Context: an optimization exercise on an open-source flow, tuned for a short achievable clock period and few clock cycles. The choices shown serve that exercise and are no tape-out recipe.
No functional check of the RTL was part of this run.
Power is estimated from default activity; no workload was simulated.

`flow/run.sh`:
```
#!/bin/bash
# synth_recipe.tcl (not shown) runs the flow's synth.tcl, then flattens the netlist and writes it again
# the make line also repeats each setting of config.mk as NAME=value (left out here)
make -C /OpenROAD-flow-scripts/flow DESIGN_CONFIG=/design/flow/config.mk WORK_HOME=/design/flow/orfs CLKGATE_MAP_FILE= SYNTH_SCRIPT=/design/flow/synth_recipe.tcl finish
```
`flow/config.mk`:
```
export PLATFORM = sky130hd
export DESIGN_NAME = smm
export DESIGN_NICKNAME = smm
export VERILOG_FILES = /design/flow/design.v
export SDC_FILE = /design/flow/constraint.sdc
export NUM_CORES = 4
export LEC_CHECK = 0
export ABC_CLOCK_PERIOD_IN_PS = 2000
export CAP_MARGIN = 20
export CORE_MARGIN = 2
export CORE_UTILIZATION = 40
export PLACE_DENSITY = 0.6
export SETUP_SLACK_MARGIN = 3.0
export SLEW_MARGIN = 20
export TNS_END_PERCENT = 100
```
`flow/constraint.sdc`:
```
create_clock -name core_clock -period 5.0 [get_ports {clk}]
set_input_delay 1.0000 -clock core_clock [delete_from_list [all_inputs] [get_ports {clk}]]
set_output_delay 1.0000 -clock core_clock [all_outputs]
set_load 0.01 [all_outputs]
```
`flow/design.v`:
```
module smm #(parameter N = 32, parameter LN = 5)
          (input clk, reset,
           input [7:0] readdata,
           output we,
           output [15:0] address,
           output [7:0] writedata);
  reg s_f, s_hi, s_lo, s_ld, s_st;
  reg k_ld, k_st;           
  reg [2:0] kj;             
  reg [15:0] PC;            
  reg [15:0] A;             
  reg [7:0] H;              
  reg [7:0] AC, R;
  reg we_q;
  reg hq;                   
  reg [2:0] kq;             
  reg [15:0] tq;            
  reg [N-1:0] cv;
  reg [15:0] ctag [0:N-1];
  reg [2:0] cop [0:N-1];
  reg [15:0] caddr [0:N-1];
  reg [LN-1:0] ptr;
  wire [7:0] op = readdata;
  wire valid = (op[7:4] == 4'h0);
  wire z = (AC == 8'h00);
  wire [15:0] PC1 = PC + 16'd1;
  wire [15:0] PC2 = PC + 16'd2;
  wire [15:0] PC3 = PC + 16'd3;
  wire o_ld = valid & (op[3:0] == 4'h1);
  wire o_st = valid & (op[3:0] == 4'h2);
  wire o_jp = valid & (op[3:0] == 4'h5);
  wire o_jz = valid & (op[3:0] == 4'h6);
  wire o_jn = valid & (op[3:0] == 4'h7);
  wire three = o_ld | o_st | o_jp | (o_jz & z) | (o_jn & ~z);
  wire nt = (o_jz & ~z) | (o_jn & z);
  wire simple = valid & ~three & ~nt;
  wire c_ld = (kq == 3'd1);
  wire c_st = (kq == 3'd2);
  wire c_tk = (kq == 3'd5) | ((kq == 3'd6) & z) | ((kq == 3'd7) & ~z);
  reg [7:0] acs;
  always @(*)
    case (op[3:0])
      4'h4: acs = R;
      4'h8: acs = AC + R;
      4'h9: acs = AC - R;
      4'hA: acs = AC + 8'd1;
      4'hB: acs = 8'h00;
      4'hC: acs = AC & R;
      4'hD: acs = AC | R;
      4'hE: acs = AC ^ R;
      4'hF: acs = ~AC;
      default: acs = AC;
    endcase
  wire [15:0] npc_hit = c_tk ? tq : PC3;
  wire [15:0] lpc = (s_f & hq) ? npc_hit : (s_f ? PC1 : PC3);
  wire [15:0] Am1 = A - 16'd1;
  wire [15:0] Am2 = A - 16'd2;
  reg [N-1:0] inv, m;
  integer i;
  always @(*)
    for (i = 0; i < N; i = i + 1) begin
      inv[i] = we_q & ((ctag[i] == A) | (ctag[i] == Am1) | (ctag[i] == Am2));
      m[i] = cv[i] & ~inv[i] & (ctag[i] == lpc);
    end
  reg [2:0] lop;
  reg [15:0] laddr;
  always @(*) begin
    lop = 3'd0; laddr = 16'h0000;
    for (i = 0; i < N; i = i + 1) begin
      lop = lop | ({3{m[i]}} & cop[i]);
      laddr = laddr | ({16{m[i]}} & caddr[i]);
    end
  end
  wire lhit = |m;
  wire lmem = lhit & ((lop == 3'd1) | (lop == 3'd2));
  wire use_l = (s_f & (hq | simple)) | s_ld | s_st;
  wire [15:0] npc = s_f ? (hq ? npc_hit : (nt ? PC3 : PC1)) : PC3;
  wire fill = s_lo;
  always @(posedge clk, posedge reset)
    if (reset) begin
      s_f <= 1'b1; s_hi <= 1'b0; s_lo <= 1'b0; s_ld <= 1'b0; s_st <= 1'b0;
      k_ld <= 1'b0; k_st <= 1'b0; kj <= 3'd0;
      PC <= 16'h0000; A <= 16'h0000; H <= 8'h00;
      AC <= 8'h00; R <= 8'h00; we_q <= 1'b0;
      hq <= 1'b0; kq <= 3'd0; tq <= 16'h0000;
      cv <= {N{1'b0}}; ptr <= {LN{1'b0}};
    end else begin
      s_f <= (s_f & (hq | simple | nt)) | (s_lo & ~k_ld & ~k_st) | s_ld | s_st;
      s_hi <= s_f & ~hq & three;
      s_lo <= s_hi;
      s_ld <= s_lo & k_ld;
      s_st <= s_lo & k_st;
      we_q <= (s_lo & k_st) | (use_l & lhit & (lop == 3'd2));
      if (s_f & ~hq & three) begin
        k_ld <= o_ld;
        k_st <= o_st;
        kj <= op[2:0];
      end
      if (use_l) begin
        hq <= lhit;
        kq <= lop;
        tq <= laddr;
        PC <= npc;
        A <= lmem ? laddr : npc;
      end else if (s_f & ~hq & nt) begin
        hq <= 1'b0;
        PC <= PC3;
        A <= PC3;
      end else if (s_f & ~hq & three) begin
        A <= PC1;
      end else if (s_hi) begin
        A <= PC2;
      end else if (s_lo) begin
        hq <= 1'b0;
        A <= {H, readdata};
        if (~k_ld & ~k_st) PC <= {H, readdata};
      end
      if (s_hi) H <= readdata;
      if (s_f & ~hq & simple) AC <= acs;
      else if (s_ld | (s_f & hq & c_ld)) AC <= readdata;
      if (s_f & ~hq & simple & (op[3:0] == 4'h3)) R <= AC;
      for (i = 0; i < N; i = i + 1)
        cv[i] <= (fill & (ptr == i)) | (cv[i] & ~inv[i]);
      if (fill) ptr <= ptr + 1'b1;
    end
  always @(posedge clk)
    if (fill) begin
      ctag[ptr] <= PC;
      cop[ptr] <= kj;
      caddr[ptr] <= {H, readdata};
    end
  assign we = we_q;
  assign address = A;
  assign writedata = AC;
endmodule
```
==> results.json <==
{
  "clockBufferDepth": 3,
  "cp.arrival_ns": 6.20,
  "antenna_found_initial": 29,
  "ir_drop_mv": 0.361,
  "instances_no_fill": 10600,
  "grt-ovfl-total": 0,
  "synth_most_common_cell": "edfxtp_1",
  "cts_buffers": 147,
  "maxSlewHeadroom_pct": 20.1,
  "async_reset_ff_share_pct": 9.97,
  "cap_viol_max_count": 0,
  "first_global_vias": 64500,
  "yosysUniqueCellTypes": 110,
  "rows": 158,
  "hold_start": "kj[2]",
  "path_class": "reg -> reg",
  "yosys-top-cells-count": "edfxtp_1, xnor2_1, xor2_1, nand2_1, nor2_1",
  "worstMarginPinSlew_ns": 1.20,
  "drtAntennaViolNets": 0,
  "grt_max_degree": 50,
  "crit_fanout": 11,
  "avgSynthCellArea_sq_um": 11.2,
  "fin_crit_sh_pct": 110,
  "route.vias.total": 68900,
  "hp-class": "reg -> reg",
  "power_w": 0.0229,
  "yosysWarnings": 1,
  "rsz0062_at_grt": "yes",
  "yosysTopAreaCell": "edfxtp_1",
  "h-tree-depth": 4,
  "io_buffers": 34,
  "first_pass_iters": 8,
  "period_needed_ns": 5.51,
  "p_per_area_nw_per_um2": 226,
  "initial_core_util_pct": 40.1,
  "die_area_sq_um": 189000,
  "cts.sinks": 1244,
  "ys_ff_latch": 1244,
  "reg2regPathDepth": 20,
  "num_io_pins": 35,
  "drive_gt1_share_pct": 32.1,
  "synth_edf_count": 1120,
  "start_kind": "flip-flop",
  "synth_cells": 6595,
  "routed_wl_um": 421000,
  "synth_top_area_share_pct": 45.4,
  "routed_via_density": 6.53,
  "endpoint": "A[0]",
  "cts_tree": "yes",
  "status": "finished with violations",
  "crit_path_end_kind": "flip-flop",
  "drt_iter0_drc": 11100,
  "so_faults": "setup timing",
  "wire_per_inst_um": 39.9,
  "synth_area_sq_um": 74100,
  "fin_nets": 7979,
  "routabilityCongestion": 1.05,
  "cts.clk_slew.worst_paths_ns": 0.06,
  "multi_input_area_sq_um": 39000,
  "rr_endpoint": "A[0]",
  "post-place-cells": 10000,
  "ctsRootBufferMaster": "clkbuf_16",
  "synthToLayoutAreaGrowth_pct": 36.2,
  "ys_seq_area_share_pct": 49.5,
  "tns_ns": -6.90,
  "fin_ws_ns": -0.510,
  "synth_area_leaders": "edfxtp_1, xnor2_1, xor2_1, dfrtp_1, a22oi_1",
  "synth_flop_cell": "edfxtp_1",
  "die_h_um": 435,
  "grt_util_all_layers_pct": 43.5,
  "setup_viol": 24,
  "p_leak_nw": 34.0,
  "reg2reg_from": "AC[4]",
  "critPathRequiredTime_ns": 5.69,
  "skew_ns": 0.0588,
  "holdBufCountCts": 0,
  "r2r_slack_ns": -0.51,
  "remaining_drc_errors": 0,
  "slew_viol_final": 0,
  "finalHoldViolations": 0,
  "setup.worst_path.start": "AC[4]",
  "holdWs_ns": 0.510,
  "clkLatencyLatePin_ns": 0.86,
  "grt_pass1_wl_um": 557000,
  "fill_cells": 15700,
  "regArea_sq_um": 36800,
  "post-dp-hpwl_um": 296000,
  "synth_fp_nets": 6642,
  "dieWidth_um": 435,
  "maxClockFrequency_ghz": 0.181,
  "core_sq_um": 185000
}
critical path, stage by stage, from the launching register on:
cell and delay (ns):
dfrtp_1 0.38, or4_4 0.55, o311a_4 0.38, buf_4 0.21, o21ai_4 0.20, o221ai_4 0.21, buf_12 0.21, buf_4 0.14
xor2_1 0.16, nor4_4 0.78, buf_4 0.27, buf_6 0.11, nand3_4 0.07, o32ai_4 0.25, nor4_4 0.09, nand4_4 0.15
xor2_4 0.24, nand2_8 0.09, buf_8 0.14, mux2_4 0.31, a221oi_4 0.40
metrics by stage:
stage / worst slack [ns] / area [sq um] / utilization (%)
global placement: -1.57 / 89200 / 48.3
finish: -0.510 / 101000 / 54.6
global route: -0.574 / 101000 / 54.6
CTS: -0.314 / 98500 / 53.3
detailed placement: -1.50 / 89200 / 48.3
floorplan: 0.306 / 75200 / -
state kept, by name, indices dropped and copies added (netlist names):
name and flops:
kq 3, tq 16, s_hi 1, k_ld 1, AC 8, ptr 5
H 8, PC 16, s_f 1, s_st 1, s_lo 1, k_st 1
ctag 512, kj 3, s_ld 1, we_q 1, cv 32, caddr 512
A 16, hq 1, R 8, cop 96
logic make-up after synthesis:
| group | share of synthesized area (%) |
|---|---|
| xor gates and xnor gates | 20.5 |
| buffers and inverters | 3.45 |
| adders and majority gates | 0.634 |
| DFF | 49.5 |
| and+or+nand+nor | 13.0 |
| muxes | 1.20 |
| AOI/OAI and AO/OA | 11.7 |
cells in the final DEF (no fill, tap or decap), types with 153 or more instances in the layout:
cell type	instances
nand4_1	177
a21oi_1	164
nor2_1	231
nand2_1	295
xnor2_1	828
buf_4	1203
o21ai_0	163
a22oi_1	172
xor2_1	787
buf_12	235
edfxtp_1	1120
nand3_1	219
clkbuf_16	153
area by class of cell:
cell class,count,area share (%)
antenna,23,0.0570
clock buffer,179,3.86
clock inverter,91,0.953
inverter,89,0.342
multi-input combinational,4791,38.6
sequential,1244,36.5
tap,2480,3.07
timing repair buffer,1659,16.6
layer usage:
layer	track usage (%)	part of all wire [%]	vias up
met4	32.9	9.4	4
met1	54.9	36	34400
met2	63.7	42	5641
li1	-	-	27300
met3	11.6	12	1586
met5	0	0.0047	-
power breakdown:
part | internal [W] | total [W] | leakage, nW | switching (W)
Clock | 0.00616 | 0.0111 | 2.36 | 0.00489
Combinational | 0.000208 | 0.000601 | 21.1 | 0.000392
Sequential | 0.0112 | 0.0112 | 10.5 | 0.00000448
what timing repair did:
action                     4_1_cts  5_1_grt
cloned                          13        3
pin swaps                      148      138
buffers inserted               149       81
resized for setup              598      305
setup endpoints to repair     1253     1214
worst min path at each step:
stage	slack [ns]	end	depth (start not counted)
6_report	0.51	kj[2]	2
5_1_grt	0.53	tq[2]	1
4_1_cts	0.51	kj[1]	2
3_5_place_dp	0.49	kj[1]	2
3_3_place_gp	0.47	kj[2]	2
2_1_floorplan	0.35	s_lo	0

## re-timing with driven ports
The results above use ideal ports. As a check the final layout listed here was re-extracted and re-timed, cells and wires unchanged.
Step 1 assumes that a clkbuf_16 drives the clock port and a buf_2 every other input.
Step 2 adds t to the input delays and takes it off the output delays; t is the mean of the earliest and latest rising clock arrival at the registers after step 1. Input paths then give back, and output paths get back, about the clock's delay inside the block.
Slacks: no drivers / after step 1 / after step 2; pairs: no drivers / after step 1.
t (ns): 0.918
slack for setup (ns): -0.510 / -0.510 / -0.510
worst setup path at the end: register to register
slew at the worst register clock pin (ns): 0.08 / 0.08
For this run, drivers alone change the setup slack by 0.000 ns; drivers and shift together by 0.000 ns.
